This is an optimization exercise on Yosys and OpenROAD, whose aim is small area and a short achievable clock period, not a production implementation. RTL that was checked went through simulation tests only; none was proved equivalent to the original. No functional check of the RTL was part of runs 2 to 5.

==> flow/design.v (outline; a module is shown in full before it is edited, if it fits) <==
// module Synth: 899 lines
// module FA: 10 lines
// module GP: 11 lines
// module GC: 8 lines
// module NAND2: 7 lines
// module NAND7: 6 lines
module Synth(
  input         clock,
  input         reset,
  input  [19:0] io_Freq_0,
  input  [19:0] io_Freq_1,
  input  [19:0] io_Freq_2,
  input  [19:0] io_Freq_3,
  input  [19:0] io_Freq_4,
  input  [19:0] io_Freq_5,
  input  [17:0] io_Amp_0,
  input  [17:0] io_Amp_1,
  input  [17:0] io_Amp_2,
  input  [17:0] io_Amp_3,
  input  [17:0] io_Amp_4,
  input  [17:0] io_Amp_5,
  output [22:0] io_Out
);
  // ...
==> flow/flow/run.sh <==
#!/bin/bash
# Standard ORFS layout with a tighter setup-repair target and minimum-size
# port buffers. Full tool output goes to standard.log in the work folder.
set -euo pipefail
bash standard.sh SETUP_SLACK_MARGIN=8.5 'BUFFER_PORTS_ARGS=-buffer_cell sky130_fd_sc_hd__buf_1' finish > standard.log 2>&1
==> flow/standard.sh <==
#!/bin/bash
# synth_recipe.tcl (not shown) runs the flow's synth.tcl, then flattens the netlist and writes it again
# the make line also repeats each setting of config.mk as NAME=value (left out here)
make -C /OpenROAD-flow-scripts/flow DESIGN_CONFIG=/design/flow/config.mk WORK_HOME=/design/flow/orfs CLKGATE_MAP_FILE= SYNTH_SCRIPT=/design/flow/synth_recipe.tcl "${@:-finish}"
==> flow/config.mk <==
export PLATFORM = sky130hd
export DESIGN_NAME = Synth
export DESIGN_NICKNAME = Synth
export VERILOG_FILES = /design/flow/design.v
export SDC_FILE = /design/flow/constraint.sdc
export NUM_CORES = 4
export LEC_CHECK = 0
export CAP_MARGIN = 20
export CORE_MARGIN = 2
export CORE_UTILIZATION = 40
export CTS_CLUSTER_DIAMETER = 150
export CTS_CLUSTER_SIZE = 30
export SLEW_MARGIN = 20
export SYNTH_HIERARCHICAL = 1
export SYNTH_MINIMUM_KEEP_SIZE = 0
export TNS_END_PERCENT = 20
==> flow/constraint.sdc <==
create_clock -name core_clock -period 15.0 [get_ports {clock}]
set_input_delay 3.0000 -clock core_clock [delete_from_list [all_inputs] [get_ports {clock}]]
set_output_delay 3.0000 -clock core_clock [all_outputs]
set_load 0.01 [all_outputs]
==> metrics.md, run 1 <==
| Metric | Value |
|---|---|
| Outcome | finished clean |
| Skew final | 0.0327 ns |
| Multi-input gate area | about 23000 µm² |
| Worst Hold Depth | 2 |
| GR Util All Layers | 0.223 |
| Die ar. | between 80000 and 90000 µm² |
| Clock Tree Buf Depth | 3 |
| Core Area | slightly below 80000 µm² |
| Top cells by area, synth | dfxtp_1 (26%), fa_1 (12%), xnor2_1 (9.3%) |
| Compound-Gate Fraction of Synth Area | 0.108 |
| Max-Cap Viols | 0 |
| PostCTS Resize Cnt | 243 |
| Boundary Pins | around 250 |
| Gpl congestion | about 0.86 |
| Crit-path cells | buf_1 -> nand2_1 -> and4_1 -> nand4_1 -> buf_8 -> and3_1 -> a21oi_4 -> xnor2_2 -> fa_1 -> fa_2 -> fa_2 -> fa_1 -> fa_2 -> fa_2 -> nor3b_4 -> a21oi_2 -> fa_2 -> a211oi_2 |
| CTS Sinks | roughly 460 |
| Hold Buf Count CTS | 0 |
| Antenna violations before repair | 1 |
| Critical R2R Launch | X0[0] |
| FF+latch area | 9610 µm² |
| Via/cell ratio | ~5.4 |
| Critical Path Sink | X0[2] |
| Post-synthesis cell type count | 73 |
| Final #Nets | around 4300 |
| Slowest CP cell | fa_2 |
==> run 2, diff against run 1 <==
--- a/flow/design.v
+++ b/flow/design.v
@@ -314,44 +314,49 @@
   GC uwvs_g19_0 (.gh(wvs_g19_16), .ph(wvs_p19_16), .gl(wvs_g15_0), .g(wvs_g19_0));
   wire [18:0] wvs = {wvs_p19_19 ^ wvs_g18_0, wvs_p18_18 ^ wvs_g17_0, wvs_p17_17 ^ wvs_g16_0, wvs_p16_16 ^ wvs_g15_0, wvs_p15_15 ^ wvs_g14_0, wvs_p14_14 ^ wvs_g13_0, wvs_p13_13 ^ wvs_g12_0, wvs_p12_12 ^ wvs_g11_0, wvs_p11_11 ^ wvs_g10_0, wvs_p10_10 ^ wvs_g9_0, wvs_p9_9 ^ wvs_g8_0, wvs_p8_8 ^ wvs_g7_0, wvs_p7_7 ^ wvs_g6_0, wvs_p6_6 ^ wvs_g5_0, wvs_p5_5 ^ wvs_g4_0, wvs_p4_4 ^ wvs_g3_0, wvs_p3_3 ^ wvs_g2_0, wvs_p2_2 ^ wvs_g1_0, wvs_p1_1 ^ Wc};
   wire [19:0] index = idxs;
   wire [17:0] fold  = index[18] ? index[17:0] : ~index[17:0];
   wire        negw  = ph & index[19];
   wire [17:0] Wv   = ~wvs[18:1];                     
   wire [19:0] Pres = PS + PC + {19'h0, Pc};         
   wire [22:0] prow = {23{t[11]}} & {{3{Pres[19]}}, Pres};
-  wire [17:0] m1 = ph ? Wv : fold;
   wire [17:0] m2;
   wire  [5:0] asel = {t[11], t[9], t[7], t[5], t[3], t[1]};
   wire        ph0 = ~ph;
   genvar q, r;
   generate
     for (q = 0; q < 18; q = q + 1) begin : amux
       wire [6:0] n;
       for (r = 0; r < 6; r = r + 1) begin : an
         NAND2 u (.a(amp[r][q]), .b(asel[r]), .y(n[r]));
       end
       NAND2 uf (.a(fold[q]), .b(ph0), .y(n[6]));
       NAND7 uo (.a(n), .y(m2[q]));
     end
   endgenerate
-  wire [20:0] m1x = {2'b00, m1, 1'b0};
+  wire [20:0] wx = {2'b00, Wv, 1'b0};
+  wire [20:0] fx = {2'b00, fold, 1'b0};
+  wire [20:0] ix = {2'b00, index[17:0], 1'b0};
   wire [9:0]  neg;
   wire [18:0] pp0, pp1, pp2, pp3, pp4, pp5, pp6, pp7, pp8, pp9;
   wire [18:0] pp [0:9];
   genvar k;
   generate
     for (k = 0; k < 10; k = k + 1) begin : booth
-      wire b0 = m1x[2*k];
-      wire b1 = m1x[2*k+1];
-      wire b2 = m1x[2*k+2];
-      wire one = b1 ^ b0;
-      wire two = (b2 & ~b1 & ~b0) | (~b2 & b1 & b0);
-      assign neg[k] = b2 ^ negw;
+      wire oneW = wx[2*k+1] ^ wx[2*k];
+      wire twoW = (wx[2*k+2] & ~wx[2*k+1] & ~wx[2*k]) | (~wx[2*k+2] & wx[2*k+1] & wx[2*k]);
+      wire negW = wx[2*k+2] ^ negw;
+      wire [20:0] ux = (k >= 1 && k <= 8) ? ix : fx;
+      wire oneX = ux[2*k+1] ^ ux[2*k];
+      wire twoX = (ux[2*k+2] & ~ux[2*k+1] & ~ux[2*k]) | (~ux[2*k+2] & ux[2*k+1] & ux[2*k]);
+      wire negX = fx[2*k+2];
+      wire one = ph ? oneW : oneX;
+      wire two = ph ? twoW : twoX;
+      assign neg[k] = ph ? negW : negX;
       wire [18:0] mag = ({19{one}} & {1'b0, m2}) | ({19{two}} & {m2, 1'b0});
       assign pp[k] = mag ^ {19{neg[k]}};
     end
   endgenerate
   assign pp0 = pp[0]; assign pp1 = pp[1]; assign pp2 = pp[2]; assign pp3 = pp[3];
   assign pp4 = pp[4]; assign pp5 = pp[5]; assign pp6 = pp[6]; assign pp7 = pp[7];
   assign pp8 = pp[8]; assign pp9 = pp[9];
   wire [39:0] R0, R1;
==> flow/config.mk (replaced) <==
export PLATFORM = sky130hd
export DESIGN_NAME = Synth
export DESIGN_NICKNAME = Synth
export VERILOG_FILES = /design/flow/design.v
export SDC_FILE = /design/flow/constraint.sdc
export NUM_CORES = 4
export LEC_CHECK = 0
export CAP_MARGIN = 20
export CORE_MARGIN = 2
export CORE_UTILIZATION = 40
export CTS_CLUSTER_DIAMETER = 150
export CTS_CLUSTER_SIZE = 24
export SLEW_MARGIN = 20
export SYNTH_HIERARCHICAL = 1
export SYNTH_MINIMUM_KEEP_SIZE = 0
export TNS_END_PERCENT = 20
==> run 2 against run 1 <==
Area after synthesis is 0.66% higher. Clock skew shrank 0.0069 ns. Via count increased by 0.65%. Worst setup slack gained 0.0087 ns. Wire length down 0.47%. Design area shrank 2.1%. Hold slack got worse by 0.0011 ns. Synthesized cell count rose by 1.6%. Sequential cell count is the same. Maximum frequency rose by 0.12%. Highest routed layer is now met5.
==> metrics.md, run 2 <==
| Metric | Value |
|---|---|
| Unrepaired setup endpoints after global routing | true |
| Post-synth top area cell | dfxtp_1 |
| Vias in the first global route | 25100 |
| Largest net degree at the start of global routing | around 80 |
| Max-Cap Viols | 0 (unchanged) |
| Fmax | around 140 MHz |
| Hold Vio Cnt, Final | 0 |
| # setup viols final | 0 |
| Most frequent cell after synthesis | dfxtp_1 |
| Non-Filler Cell Area, Final | between 30000 and 40000 µm² |
| Outcome | finished clean |
| WP data required | about 15 ns |
| Slew headroom | 0.369 |
| Setup TNS | 0 ns |
| Gpl congestion | 0.914 (+6.8%) |
| Mapped Nets | about 4000 |
| Post-synthesis cell type count | 73 (unchanged) |
| Root Driver | clkbuf_16 |
| Starting DRT DRC Count | 1835 |
| Worst slew pin tran | around 0.94 ns |
| Final-report max-slew violation count | 0 |
| Commonest non-fill, non-tap cell in the layout | dfxtp_1 |
| Area grow syn2layout | 15.1% |
| Final #Nets | 4294 (-0.19%) |
| Antenna violations before repair | 6 (+5) |
| Multi-input gate area | 23000 µm² (-0.41%) |
| H-Tree Level Count | 1 |
| Post-synth EDFFs | just over 40 |
| Skew final | 0.0258 ns (-0.00688 ns) |
| Post-place instance area | 34900 µm² |
| Post-Syn Area | approximately 32000 µm² |
| Data arrival, critical path | around 7.5 ns |
| CP startpoint kind | input pin |
| Fill cell count | around 7900 |
| CTS buffer count | 23 |
| Boundary Pins | 253 (unchanged) |
| Drt total wl | around 94000 µm |
| GR Overflow Total | 0 |
| Asr flop ratio synth | 0 |
| Register area share after synthesis | 0.297 |
| Rows | 104 |
| Synth warn | 15 |
| Clock latency at the later pin of the worst-skew pair | 0.57 ns |
| Clock slew at reported path FFs | roughly 0.09 ns |
| Die ar. | 82900 µm² (+0.65%) |
| First-pass DRT Iterations | 6 |
| DP HPWL | about 67000 µm |
| IO Port Bufs | between 200 and 300 |
| Avg WL per Cell | between 15 and 20 µm |
| Mean area per synthesized cell | about 9.5 µm² |
| First-pass GRT wire length | between 100000 and 150000 µm |
| CTS Sinks | 458 (unchanged) |
| Synthesized flop and latch total | ~460 |
| Top cells by area, synth | dfxtp_1 (26%), fa_1 (12%), xor2_1 (9.9%) |
| Layout cell share with drive strength beyond 1 | 0.126 |
| GR Util All Layers | 0.221 (-0.00248) |
| Clock Tree Buf Depth | 3 (unchanged) |
| Post-route ant nets | 0 |
| Period utilisation layout | 0.475 |
| Worst Hold Depth | 1 (-1) |
| FF+latch area | 9600 µm² (about the same) |
| Largest registers | div x120, idx x120 |
| Min Tclk post-route | a little over 7 ns |
| TritonCTS clock tree | built |
| Synth Instances | ~3400 |
| CP Capture Type | register |
| Top FF cell, synth | dfxtp_1 |
| Final Util | 0.463 |
| Starting Density | 0.402 |
| Via/cell ratio | 5.40 (+0.61%) |
| Core Area | 80200 µm² (+1.3%) |
| Crit Path Category | in2reg |
| DIE HEIGHT | between 200 and 300 µm |
| Die width | 288 µm |
| Most frequent cells in the layout | dfxtp_1 (410), xor2_1 (352), nor2_1 (309), buf_1 (251), nand2_1 (239) |
| Hold Buf Count CTS | 0 (unchanged) |
| DR DRC count | 0 |
| R2R depth | 26 |
| Commonest cells post-synth | dfxtp_1 (417), xor2_1 (363), nor2_1 (309) |
| Vias | roughly 25000 |
| Crit-path max FO | 7 |
| HP Class | reg2reg |
| Synth top area share | 0.259 |
==> run 2: cell count changes after synthesis, moves of 11 or more <==
cell	delta
inv_2	-11
a22oi_1	+20
clkbuf_1	+25
o22ai_1	-13
xnor2_2	-11
a31oi_1	+12
xor2_1	+185
xnor2_1	-158
a21oi_1	-11
buf_2	-11
==> run 2: path summary, 6_finish.rpt <==
check | slack (ns) | from | to
min reg2reg | 0.49 | div[5][0] | div[5][0]
max | 7.88 | io_Amp_4[12] | X0[6]
min | 0.49 | div[5][0] | div[5][0]
max reg2reg | 7.99 | X0[0] | X0[2]
==> run 2: logic make-up after synthesis <==
logic type | count (synthesis) | synth area share
AND/OR/NAND/NOR | 1148 | 0.183
AO/OA/AOI/OAI | 500 | 0.108
XOR/XNOR | 546 | 0.149
flip-flops | 458 | 0.297
adder cells (fa/ha/maj) | 420 | 0.208
buffers and inverters | 222 | 0.0280
multiplexers | 87 | 0.0271
==> run 2: critical path, stage by stage <==
cell	delay, ns
buf_1	0.07
nand2_1	0.07
and4_4	0.23
nand4_1	0.10
buf_6	0.16
buf_12	0.15
a22oi_2	0.22
xor2_2	0.11
fa_2	0.43
fa_2	0.38
fa_2	0.35
fa_1	0.48
fa_2	0.36
fa_2	0.58
nor3b_2	0.19
a21oi_2	0.05
fa_2	0.55
a211oi_2	0.06
==> run 2: per-layer routing <==
metal	up-vias	track usage	routed length (µm)
li1	12200	-	-
met1	12300	0.294	40400
met2	810	0.383	45600
met3	155	0.0200	5270
met4	2	0.0589	2630
met5	-	0	13
==> run 2: per-module statistics from Yosys, one instance, submodules excluded <==
module  cells  copies in the design  flops+latches  cell area, µm²
FA          1                   171              0            20.0
GC          1                    48              0            7.51
GP          2                    45              0            13.8
NAND2       1                   126              0            3.75
NAND7       2                    18              0            15.0
Synth    2910                     1            458           27100
==> run 2: repair_timing <==
action / CTS / global route
pin swaps: 34 / 38
gates cloned: 3 / 3
buffers inserted: 59 / 19
endpoints found under the setup margin: 160 / 82
resized for setup: 97 / 73
endpoints found under the hold margin: 0 / 0
==> run 2: through the flow <==
step | instances | hold slack [ns] | setup slack (ns)
floorplan | 3381 | 0.453 | 7.53
global placement | 4595 | 0.473 | 7.11
detailed placement | 4595 | 0.472 | 7.01
CTS | 4687 | 0.490 | 7.93
global route | 4710 | 0.508 | 7.78
finish | 4712 | 0.487 | 7.88
==> run 2: cell type report <==
type	count	share of cell area
multi-input combinational	2701	0.618
tap	1060	0.0357
inverter	58	0.00600
antenna	3	0.000202
timing repair buffer	402	0.0645
clock inverter	1	0.000809
sequential	458	0.258
clock buffer	29	0.0161
==> run 3, diff against run 2 <==
--- a/flow/config.mk
+++ b/flow/config.mk
@@ -8,8 +8,6 @@
 export CAP_MARGIN = 20
 export CORE_MARGIN = 2
 export CORE_UTILIZATION = 40
-export CTS_CLUSTER_DIAMETER = 150
-export CTS_CLUSTER_SIZE = 24
 export SLEW_MARGIN = 20
 export SYNTH_HIERARCHICAL = 1
 export SYNTH_MINIMUM_KEEP_SIZE = 0
==> run 3 against run 2 <==
Highest routed layer unchanged. Hold slack got worse by 0.0095 ns. Non-clock buffer count fell by 10. Clock-buffer cell count rose by 43. Core utilization rose by 0.94 points. Sequential share of layout area fell by 0.52 points. Sequential cell count did not move. Worst setup slack got worse by 0.024 ns. Wire length rose by 1.1%.
==> metrics.md, run 3 <==
| Metric | Value |
|---|---|
| Via/cell ratio | 5.39 (-0.18%) |
| Layout cell share with drive strength beyond 1 | 0.127 (+0.00155) |
| Core Area | 80200 µm² (unchanged) |
| Root Driver | clkbuf_16 |
| DR DRC count | 0 (unchanged) |
| Synth top area share | 0.259 (unchanged) |
| Rows | 104 (unchanged) |
| Crit-path max FO | 5 (-2) |
| Top FF cell, synth | dfxtp_1 |
| Post-place instance area | 34900 µm² (unchanged) |
| Die ar. | 82900 µm² (unchanged) |
| Min Tclk post-route | 7.15 ns (+0.0241 ns) |
| Hold Vio Cnt, Final | 0 (unchanged) |
| Crit-path cells | buf_1 -> nand2_1 -> and4_1 -> nand4_1 -> buf_12 -> buf_12 -> a22oi_2 -> xor2_2 -> fa_2 -> fa_2 -> fa_2 -> fa_1 -> fa_2 -> fa_2 -> nor3b_4 -> a21oi_2 -> fa_2 -> a211oi_2 |
| Boundary Pins | 253 (unchanged) |
| Clock Tree Buf Depth | 3 (unchanged) |
| Final #Nets | 4312 (+0.42%) |
| Most frequent cells in the layout | dfxtp_1 (410), xor2_1 (355), nor2_1 (309), buf_1 (251), nand2_1 (240) |
| Worst Hold Depth | 1 (unchanged) |
| Synthesized flop and latch total | 458 (unchanged) |
| Die width | 288 µm (unchanged) |
| Gpl congestion | 0.914 (unchanged) |
| H-Tree Level Count | 2 (+1) |
| Reg2reg end | X0[6] |
| Register-to-register setup slack | 7.92 ns (-0.07 ns) |
| Commonest cells post-synth | dfxtp_1 (417), xor2_1 (363), nor2_1 (309) |
| Slowest CP cell | fa_2 |
| Area grow syn2layout | 17.5% |
| Final Util | 0.473 (+0.00944) |
| Avg WL per Cell | 19.9 µm (about the same) |
| Vias | 25700 (+0.86%) |
| Outcome | finished clean |
| Vias in the first global route | 25400 (+1.4%) |
| Register area share after synthesis | 0.297 (unchanged) |
| Synth warn | 15 (unchanged) |
| Skew final | 0.0278 ns (+0.00207 ns) |
| Worst hold path startpoint | t[8] |
| Post-route ant nets | 0 (unchanged) |
| Critical R2R Launch | X0[0] |
| Antenna violations before repair | 4 (-2) |
| Setup ws final | 7.85 ns (-0.0241 ns) |
| Data arrival, critical path | 7.58 ns (+0.05 ns) |
| CTS Sinks | 458 (unchanged) |
| Post-synth EDFFs | 41 (unchanged) |
| Post-Syn Area | 32300 µm² (unchanged) |
| Fmax | 140 MHz (-0.34%) |
| Slew headroom | 0.247 (-0.122) |
| Largest registers | div x120, idx x120 |
| Worst slew pin tran | 1.13 ns (+0.191 ns) |
| DP HPWL | 67100 µm (unchanged) |
| Max-Cap Viols | 0 (unchanged) |
| Post-synthesis cell type count | 73 (unchanged) |
| Synth Instances | 3381 (unchanged) |
| WP data required | 15.43 ns (+0.02 ns) |
| DIE HEIGHT | 288 µm (unchanged) |
| Top cells by area, synth | dfxtp_1 (26%), fa_1 (12%), xor2_1 (9.9%) |
| TritonCTS clock tree | built |
| CTS buffer count | 51 (+120%) |
| Starting DRT DRC Count | 2082 (+13%) |
| Hold Buf Count CTS | 0 (unchanged) |
| Fill cell count | 7803 (-0.67%) |
| CP startpoint kind | input pin |
| Most frequent cell after synthesis | dfxtp_1 |
| First-pass DRT Iterations | 6 (unchanged) |
| Pre-CTS setup slack | 7.01 ns (unchanged) |
| Period utilisation layout | 0.476 (+0.00161) |
| Asr flop ratio synth | 0 (unchanged) |
| Clock slew at reported path FFs | 0.06 ns (-0.03 ns) |
| Crit Path Category | in2reg |
| CP Capture Type | register |
| GR Util All Layers | 0.224 (+0.00346) |
| Non-Filler Cell Area, Final | 37900 µm² (+2.0%) |
| Starting Density | 0.402 (unchanged) |
| HP Class | reg2reg |
| Setup TNS | 0 ns (unchanged) |
| Worst Hold End | t[9] |
| Fin cells | 4761 (+1.0%) |
| Mean area per synthesized cell | 9.54 µm² (unchanged) |
| Drt total wl | 94900 µm (+1.1%) |
| Commonest non-fill, non-tap cell in the layout | dfxtp_1 |
| R2R depth | 27 (+3.8%) |
| First-pass GRT wire length | 145000 µm (+1.2%) |
| Post-synth top area cell | dfxtp_1 |
| Placed cell count | 4595 (unchanged) |
| Final-report max-slew violation count | 0 (unchanged) |
| Worst path most repeated cell | fa_2 |
| # setup viols final | 0 (unchanged) |
| Mapped Nets | 4031 (unchanged) |
| Unrepaired setup endpoints after global routing | true |
| CP max stage delay | 0.60 ns (+0.02 ns) |
| IO Port Bufs | 252 (unchanged) |
| Clock latency at the later pin of the worst-skew pair | 0.60 ns (+0.03 ns) |
| Largest net degree at the start of global routing | 81 (unchanged) |
| GR Overflow Total | 0 (unchanged) |
run 3: cell counts after synthesis:
No cell type changed its count.
run 3: how the worst max path moves through the flow:
| stage | from | end | slack, ns | cells past startpoint |
|---|---|---|---|---|
| CTS | io_Amp_3[9] | X0[4] | 7.92 | 18 |
| global placement | ph | X0[2] | 7.11 | 26 |
| detailed placement | ph | X0[2] | 7.01 | 26 |
| finish | io_Amp_3[9] | X0[6] | 7.85 | 18 |
| global route | X1[4] | X0[4] | 7.75 | 27 |
| floorplan | io_Amp_3[16] | X0[2] | 7.53 | 17 |
run 3: critical path, delay by kind of cell:
| family | cells | cell delay, ns |
|---|---|---|
| XOR/XNOR | 1 | 0.11 |
| AO/OA/AOI/OAI | 3 | 0.30 |
| adder cells (fa/ha/maj) | 7 | 3.16 |
| buffers and inverters | 3 | 0.39 |
| AND/OR/NAND/NOR | 4 | 0.61 |
run 3: modules after synthesis, one instance, submodules excluded:
module	cell area, µm²	cells inside
Synth	27100	2910
FA	20.0	1
NAND7	15.0	2
NAND2	3.75	1
GP	13.8	2
GC	7.51	1
run 3: stage by stage:
step	hold WS [ns]
after detailed placement	0.472
after floorplan	0.453
final	0.477
after global routing	0.507
after global placement	0.473
after CTS	0.482
run 3: area by class of cell:
class | instances | area (µm²) | share of cell area
clock inverter | 18 | 186 | 0.00492
tap | 1060 | 1330 | 0.0350
sequential | 458 | 9600 | 0.253
multi-input combinational | 2701 | 22800 | 0.602
timing repair buffer | 392 | 2300 | 0.0608
inverter | 58 | 223 | 0.00588
antenna | 2 | 5.00 | 0.000132
clock buffer | 72 | 1460 | 0.0384
run 3: routing by layer:
layer,track usage,wire (µm)
met5,0,13
met4,0.0690,2830
met3,0.0281,5600
met2,0.382,45300
met1,0.296,41100
run 3: kinds of logic after synthesis:
kind of cell | after synthesis | share of synthesized area
AO/OA/AOI/OAI | 500 | 0.108
adder cells (fa/ha/maj) | 420 | 0.208
AND/OR/NAND/NOR | 1148 | 0.183
flip-flops | 458 | 0.297
buffers and inverters | 222 | 0.0280
XOR/XNOR | 546 | 0.149
multiplexers | 87 | 0.0271
run 3: timing repair:
item / 4_1_cts / 5_1_grt
gates resized for setup: 86 / 49
hold endpoints to repair: 0 / 0
buffers inserted: 54 / 16
cloned: 3 / 1
pin swaps: 49 / 51
endpoints found under the setup margin: 159 / 100
==> run 4, diff against run 3 <==
==> flow/flow/run.sh (replaced) <==
#!/bin/bash
# Standard ORFS layout with a tighter setup-repair target and minimum-size
# port buffers. Full tool output goes to standard.log in the work folder.
set -euo pipefail
bash standard.sh SETUP_SLACK_MARGIN=9.5 'BUFFER_PORTS_ARGS=-buffer_cell sky130_fd_sc_hd__buf_1' finish > standard.log 2>&1
--- a/flow/config.mk
+++ b/flow/config.mk
@@ -8,6 +8,8 @@
 export CAP_MARGIN = 20
 export CORE_MARGIN = 2
 export CORE_UTILIZATION = 40
+export CTS_CLUSTER_DIAMETER = 150
+export CTS_CLUSTER_SIZE = 24
 export SLEW_MARGIN = 20
 export SYNTH_HIERARCHICAL = 1
 export SYNTH_MINIMUM_KEEP_SIZE = 0
==> run 4 against run 3 <==
Register-to-register slack about the same. Non-clock buffer count increased by 30. First-iteration DRC count decreased by 9.1%. Critical path type unchanged. Largest cell class unchanged.
==> metrics.md, run 4 <==
| Metric | Value |
|---|---|
| Reg2reg end | X0[4] |
| Area grow syn2layout | 17.0% |
| GR Overflow Total | 0 (unchanged) |
| Die ar. | 82900 µm² (unchanged) |
| CTS Sinks | 458 (unchanged) |
| Vias in the first global route | 25400 (+0.043%) |
| Commonest non-fill, non-tap cell in the layout | dfxtp_1 |
| First-pass DRT Iterations | 6 (unchanged) |
| Unrepaired setup endpoints after global routing | true |
| Setup ws final | 7.83 ns (-0.0222 ns) |
| Synth Instances | 3381 (unchanged) |
| Layout cell share with drive strength beyond 1 | 0.149 (+0.0217) |
| Starting Density | 0.402 (unchanged) |
| Drt total wl | 95800 µm (+0.93%) |
| Top FF cell, synth | dfxtp_1 |
| Boundary Pins | 253 (unchanged) |
| CP Capture Type | register |
| Die width | 288 µm (unchanged) |
| Hold WS | 0.488 ns (+0.0114 ns) |
| WP data required | 15.42 ns (about the same) |
| CP startpoint kind | input pin |
| Post-route ant nets | 0 (unchanged) |
| Max-Cap Viols | 0 (unchanged) |
| Register area share after synthesis | 0.297 (unchanged) |
| Synthesized flop and latch total | 458 (unchanged) |
| Worst hold path startpoint | X0[18] |
| Worst Hold End | X0[18] |
| DIE HEIGHT | 288 µm (unchanged) |
| IO Port Bufs | 252 (unchanged) |
| Hold Vio Cnt, Final | 0 (unchanged) |
| Hold Buf Count CTS | 0 (unchanged) |
| Most frequent cell after synthesis | dfxtp_1 |
| Synth top area share | 0.259 (unchanged) |
| Vias | 25600 (-0.14%) |
| Crit. Startpoint | io_Amp_2[16] |
| Via/cell ratio | 5.42 (+0.47%) |
| Clock latency at the later pin of the worst-skew pair | 0.57 ns (-0.03 ns) |
| GR Util All Layers | 0.226 (+0.00186) |
| Data arrival, critical path | 7.59 ns (about the same) |
| Pre-CTS setup slack | 6.56 ns (-0.451 ns) |
| TritonCTS clock tree | built |
| Commonest cells post-synth | dfxtp_1 (417), xor2_1 (363), nor2_1 (309) |
| Core Area | 80200 µm² (unchanged) |
| Rows | 104 (unchanged) |
| Multi-input gate area | 23300 µm² (+2.2%) |
| Post-Syn Area | 32300 µm² (unchanged) |
| Fill cell count | 7753 (-0.64%) |
| Worst slew pin tran | 1.25 ns (+0.116 ns) |
| Asr flop ratio synth | 0 (unchanged) |
| Post-place instance area | 35000 µm² (+0.21%) |
| Register-to-register setup slack | 7.91 ns (about the same) |
| Non-Filler Cell Area, Final | 37700 µm² (-0.39%) |
| Post-synth top area cell | dfxtp_1 |
| Slowest CP cell | fa_1 |
| Antenna violations before repair | 7 (+3) |
| R2R depth | 24 (-11%) |
| Setup TNS | 0 ns (unchanged) |
| Mean area per synthesized cell | 9.54 µm² (unchanged) |
| Critical R2R Launch | X1[1] |
| CP max stage delay | 0.59 ns (about the same) |
| DP HPWL | 67600 µm (+0.74%) |
| Gpl congestion | 0.924 (+1.0%) |
| DR DRC count | 0 (unchanged) |
| Final-report max-slew violation count | 0 (unchanged) |
| Starting DRT DRC Count | 1892 (-9.1%) |
| Clock slew at reported path FFs | 0.10 ns (+0.04 ns) |
| Most frequent cells in the layout | dfxtp_1 (405), xor2_1 (356), nor2_1 (309), buf_1 (246), nand2_1 (240) |
| Fmax | 140 MHz (-0.31%) |
| HP Class | reg2reg |
| Largest net degree at the start of global routing | 95 (+17%) |
| Post-synth EDFFs | 41 (unchanged) |
| Worst path most repeated cell | fa_2 |
| Slew headroom | 0.170 (-0.0773) |
| First-pass GRT wire length | 147000 µm (+1.1%) |
| Skew final | 0.0252 ns (-0.00262 ns) |
| Crit Path Category | in2reg |
| Largest registers | div x120, idx x120 |
| Crit-path cells | buf_1 -> nand2_2 -> and4_1 -> nand4_1 -> buf_6 -> buf_12 -> a22oi_2 -> xor2_1 -> fa_2 -> fa_1 -> fa_1 -> fa_2 -> fa_2 -> nor3b_2 -> a21oi_2 -> fa_2 -> a211oi_1 |
| Mapped Nets | 4031 (unchanged) |
| FF+latch area | 9600 µm² (about the same) |
| Synth warn | 15 (unchanged) |
| H-Tree Level Count | 1 (-1) |
| Post-synthesis cell type count | 73 (unchanged) |
| Avg WL per Cell | 20.2 µm (+1.5%) |
| Final #Nets | 4315 (+0.070%) |
| Crit-path max FO | 4 (-1) |
| Clock Tree Buf Depth | 3 (unchanged) |
| Outcome | finished clean |
| # setup viols final | 0 (unchanged) |
| CTS buffer count | 23 (-55%) |
| Top cells by area, synth | dfxtp_1 (26%), fa_1 (12%), xor2_1 (9.9%) |
| Min Tclk post-route | 7.17 ns (+0.0222 ns) |
| Root Driver | clkbuf_16 |
| Worst Hold Depth | 2 (+1) |
| Period utilisation layout | 0.478 (+0.00148) |
[run 4: kinds of logic (layout without fill, tap and decap cells)]
logic type	Yosys count	after routing	share of synthesized area
and+or+nand+nor	1148	1148	0.183
other	0	1	0
xor gates and xnor gates	546	547	0.149
DFF	458	458	0.297
muxes	87	87	0.0271
AOI/OAI and AO/OA	500	500	0.108
buffers and inverters	222	511	0.0280
adders and majority gates	420	420	0.208
[run 4: worst max path at each step]
stage / depth (start not counted) / slack (ns) / end
2_1_floorplan: 17 / 7.53 / X0[2]
3_3_place_gp: 16 / 6.37 / X0[2]
3_5_place_dp: 16 / 6.56 / X0[2]
4_1_cts: 17 / 7.91 / X0[2]
5_1_grt: 18 / 7.69 / X0[4]
6_report: 17 / 7.83 / X0[2]
[run 4: modules after synthesis, one instance, submodules excluded]
module | cells inside | copies in the design | flip-flops and latches
GP | 2 | 45 | 0
GC | 1 | 48 | 0
Synth | 2910 | 1 | 458
FA | 1 | 171 | 0
NAND7 | 2 | 18 | 0
NAND2 | 1 | 126 | 0
[run 4: cell type report]
type | instances | area share
Multi-Input combinational cell | 2702 | 0.617
Antenna cell | 1 | 0.0000663
Clock buffer | 30 | 0.0162
Tap cell | 1060 | 0.0351
Timing Repair Buffer | 422 | 0.0708
Sequential cell | 458 | 0.254
Clock inverter | 1 | 0.000530
Inverter | 58 | 0.00590
[run 4: worst max-delay path: cells and delay by family]
| kind | cells | cell delay (ns) |
|---|---|---|
| XOR/XNOR | 1 | 0.24 |
| buffers and inverters | 3 | 0.37 |
| adder cells (fa/ha/maj) | 6 | 3.17 |
| AND/OR/NAND/NOR | 4 | 0.53 |
| AO/OA/AOI/OAI | 3 | 0.27 |
[run 4: metal layers]
layer / wire length (µm) / track usage / vias up
met5: 0 / 0 / -
met4: 3240 / 0.0736 / 0
met3: 5340 / 0.0256 / 163
met2: 46100 / 0.386 / 787
met1: 41100 / 0.298 / 12500
li1: - / - / 12200
[run 4: stage by stage]
| step | util | std cells |
|---|---|---|
| 6_report | 0.471 | 4732 |
| 5_1_grt | 0.471 | 4732 |
| 4_1_cts | 0.463 | 4712 |
| 3_5_place_dp | 0.436 | 4595 |
| 3_3_place_gp | 0.436 | 4594 |
| 2_1_floorplan | - | 3381 |
[run 4: repair_timing]
| action | 4_1_cts | 5_1_grt |
|---|---|---|
| cloned | 5 | 2 |
| resized for setup | 139 | 105 |
| pin swaps | 73 | 57 |
| endpoints found under the setup margin | 220 | 205 |
| setup buffers | 81 | 17 |
==> run 5, diff against run 4 <==
==> flow/flow/run.sh (replaced) <==
#!/bin/bash
# Standard ORFS layout with a tighter setup-repair target and minimum-size
# port buffers. Full tool output goes to standard.log in the work folder.
set -euo pipefail
bash standard.sh SETUP_SLACK_MARGIN=8.0 'BUFFER_PORTS_ARGS=-buffer_cell sky130_fd_sc_hd__buf_1' finish > standard.log 2>&1
--- a/flow/config.mk
+++ b/flow/config.mk
@@ -13,4 +13,4 @@
 export SLEW_MARGIN = 20
 export SYNTH_HIERARCHICAL = 1
 export SYNTH_MINIMUM_KEEP_SIZE = 0
-export TNS_END_PERCENT = 20
+export TNS_END_PERCENT = 10
==> run 5 against run 4 <==
Still clean on timing, DRC and antenna. Sequential share of layout area up 0.66 points. Final cell count down 0.55%. Design area down 2.6%. Wire length down 1.8%. Critical endpoint is now X0[6]. Core utilization down 1.2 points. Hold slack worse by 0.00055 ns. Die area unchanged. Register-to-register slack about the same. Clock-buffer cell count down 1.
==> metrics.md, run 5 <==
| Metric | Value |
|---|---|
| Outcome | finished clean |
| Layout cell share with drive strength beyond 1 | 0.105 (-0.0436) |
| CP Capture Type | register |
| Synth top area share | 0.259 (unchanged) |
| Drt total wl | 94100 µm (-1.8%) |
| H-Tree Level Count | 1 (unchanged) |
| Mean area per synthesized cell | 9.54 µm² (unchanged) |
| CP startpoint kind | input pin |
| Top FF cell, synth | dfxtp_1 |
| GR Overflow Total | 0 (unchanged) |
| Crit-path cells | buf_1 -> nand2_1 -> and4_1 -> nand4_1 -> buf_6 -> buf_4 -> a22oi_1 -> xor2_1 -> fa_1 -> fa_2 -> fa_1 -> fa_2 -> fa_2 -> nor3b_2 -> a21oi_2 -> fa_1 -> a211oi_2 |
| First-pass GRT wire length | 144000 µm (-1.9%) |
| Post-route ant nets | 0 (unchanged) |
| Register area share after synthesis | 0.297 (unchanged) |
| Setup TNS | 0 ns (unchanged) |
| Worst slew pin tran | 1.14 ns (-0.105 ns) |
| Skew final | 0.0406 ns (+0.0154 ns) |
| Die ar. | 82900 µm² (unchanged) |
| Pre-CTS setup slack | 6.23 ns (-0.323 ns) |
| Asr flop ratio synth | 0 (unchanged) |
| Most frequent cell after synthesis | dfxtp_1 |
| Period utilisation layout | 0.479 (+0.000815) |
| Gpl congestion | 0.896 (-3.1%) |
| Commonest cells post-synth | dfxtp_1 (417), xor2_1 (363), nor2_1 (309) |
| CTS Sinks | 458 (unchanged) |
| Die width | 288 µm (unchanged) |
| Hold Vio Cnt, Final | 0 (unchanged) |
| Setup ws final | 7.82 ns (-0.0122 ns) |
| IO Port Bufs | 252 (unchanged) |
| Post-Syn Area | 32300 µm² (unchanged) |
| Synth Instances | 3381 (unchanged) |
| DIE HEIGHT | 288 µm (unchanged) |
| Post-synth top area cell | dfxtp_1 |
| Largest net degree at the start of global routing | 169 (+78%) |
| Area grow syn2layout | 14.0% |
| Vias in the first global route | 25200 (-0.99%) |
| Post-synth EDFFs | 41 (unchanged) |
| Non-Filler Cell Area, Final | 36800 µm² (-2.6%) |
| Boundary Pins | 253 (unchanged) |
| CP max stage delay | 0.60 ns (about the same) |
| Starting DRT DRC Count | 1626 (-14%) |
| Vias | 25500 (-0.55%) |
| DR DRC count | 0 (unchanged) |
| Post-synthesis cell type count | 73 (unchanged) |
| Post-place instance area | 34600 µm² (-1.2%) |
| DP HPWL | 68400 µm (+1.3%) |
| Synthesized flop and latch total | 458 (unchanged) |
| Clock slew at reported path FFs | 0.10 ns (about the same) |
| Unrepaired setup endpoints after global routing | true |
| Most frequent cells in the layout | dfxtp_1 (406), xor2_1 (358), nor2_1 (309), buf_1 (250), nand2_1 (242) |
| Largest registers | div x120, idx x120 |
| Met3 GRT Util | 0.0241 (-0.00151) |
| Slowest CP cell | fa_2 |
| Starting Density | 0.402 (unchanged) |
| Layer with the highest usage | met2 |
| Top cells by area, synth | dfxtp_1 (26%), fa_1 (12%), xor2_1 (9.9%) |
| Clock latency at the later pin of the worst-skew pair | 0.58 ns (about the same) |
| Slew headroom | 0.233 (+0.0630) |
| Min Tclk post-route | 7.18 ns (+0.0122 ns) |
| HP Class | reg2reg |
| Final-report max-slew violation count | 0 (unchanged) |
| Fin cells | 4706 (-0.55%) |
| Via/cell ratio | 5.42 (about the same) |
| First-pass DRT Iterations | 6 (unchanged) |
| Final #Nets | 4288 (-0.63%) |
| Rows | 104 (unchanged) |
| Data arrival, critical path | 7.66 ns (+0.07 ns) |
| Core Area | 80200 µm² (unchanged) |
| Antenna violations before repair | 7 (unchanged) |
| Root Driver | clkbuf_16 |
| TritonCTS clock tree | built |
| Avg WL per Cell | 20.0 µm (-1.2%) |
| GRT met2 Usage | 0.384 (-0.00234) |
| # setup viols final | 0 (unchanged) |
| Synth warn | 15 (unchanged) |
| CTS buffer count | 23 (unchanged) |
| Fmax | 139 MHz (-0.17%) |
| Crit Path Category | in2reg |
| Clock Tree Buf Depth | 3 (unchanged) |
| Placed cell count | 4590 (-0.11%) |
| Mapped Nets | 4031 (unchanged) |
| Grt met1 use | 0.290 (-0.00787) |
| GR Util All Layers | 0.222 (-0.00457) |
| Crit-path max FO | 5 (+1) |
| Max-Cap Viols | 0 (unchanged) |
| WP data required | 15.48 ns (+0.06 ns) |
| Commonest non-fill, non-tap cell in the layout | dfxtp_1 |
run 5: final timing paths:
kind	from	end	slack [ns]	cells past startpoint
hold / removal	t[6]	t[7]	0.49	1
setup / recovery	io_Amp_2[10]	X0[6]	7.82	17
hold reg to reg	t[6]	t[7]	0.49	1
setup reg to reg	X0[1]	X1[0]	7.90	30
run 5: logic make-up (layout without fill, tap and decap cells):
| group | after synthesis | count (layout) | synth area share |
|---|---|---|---|
| compound gates | 500 | 500 | 0.108 |
| xor+xnor | 546 | 546 | 0.149 |
| fa+ha+maj | 420 | 420 | 0.208 |
| buf+inv | 222 | 484 | 0.0280 |
| flops | 458 | 458 | 0.297 |
| mux | 87 | 87 | 0.0271 |
| other cells | 0 | 3 | 0 |
| simple gates | 1148 | 1148 | 0.183 |
run 5: worst max-delay path: cells and delay by family:
kind            cells  cell delay [ns]
compound gates      3             0.45
xor+xnor            1             0.12
fa+ha+maj           6             3.00
buf+inv             3             0.44
simple gates        4             0.64
run 5: timing repair:
item                       in CTS  in global routing
setup endpoints to repair     167                 38
pin swaps                      62                 32
gates resized for setup       100                 48
hold buffers                    0                  0
buffers inserted               73                  7
gates cloned                    3                  0
run 5: per-module statistics from Yosys, one instance, submodules excluded:
module / flip-flops and latches / times used
FA: 0 / 171
GC: 0 / 48
GP: 0 / 45
NAND7: 0 / 18
NAND2: 0 / 126
Synth: 458 / 1
run 5: layer usage:
layer	up-vias	wire, µm
met2	802	46000
met5	-	13
met1	12400	40200
met4	2	2870
met3	151	5060
li1	12200	-
run 5: area by class of cell:
| cell class | count | area, µm² |
|---|---|---|
| Fill cell | 7820 | 43400 |
| Multi-Input combinational cell | 2701 | 22600 |
| Sequential cell | 458 | 9600 |
| Timing Repair Buffer | 396 | 2390 |
| Tap cell | 1060 | 1330 |
| Clock buffer | 29 | 598 |
| Inverter | 58 | 220 |
| Clock inverter | 1 | 30.0 |
| Antenna cell | 3 | 7.51 |
run 5: metrics by stage:
step,util,hold slack (ns)
after global placement,0.431,0.474
after floorplan,-,0.453
after global routing,0.459,0.507
after detailed placement,0.431,0.475
final,0.459,0.488
after CTS,0.455,0.490

re-timing with driven ports:
The flow's constraints put no driver on any port. The routed layouts listed below were extracted and timed again, unchanged, in two steps.
Step 1: set_driving_cell puts a clkbuf_16 on clock and a buf_2 on each other input, an assumption about the parent block.
Step 2 times the ports against the registers' clock, not the clock port: input delays grow and output delays shrink by t, the midpoint of the rising clock arrivals with the driver on.
Slacks: ideal / step 1 / step 2; pairs: ideal / step 1.
run | t, ns | slack for setup (ns) | hold WS [ns] | worst setup path at the end | slew at the worst register clock pin (ns)
run 1 | 0.613 | 7.869 / 7.906 / 7.293 | 0.488 / 0.488 / 0.488 | input to register | 0.12 / 0.12
run 2 | 0.623 | 7.878 / 7.917 / 7.293 | 0.487 / 0.487 / 0.487 | input to register | 0.11 / 0.11
run 3 | 0.646 | 7.854 / 7.894 / 7.248 | 0.477 / 0.477 / 0.477 | input to register | 0.07 / 0.07
run 4 | 0.619 | 7.832 / 7.865 / 7.246 | 0.488 / 0.488 / 0.488 | input to register | 0.10 / 0.10
run 5 | 0.615 | 7.819 / 7.853 / 7.239 | 0.488 / 0.488 / 0.488 | input to register | 0.11 / 0.11
After both steps setup and hold are still met in every run listed. For run 3, which loses most, drivers alone change the setup slack by +0.040 ns; drivers and shift together by -0.606 ns.
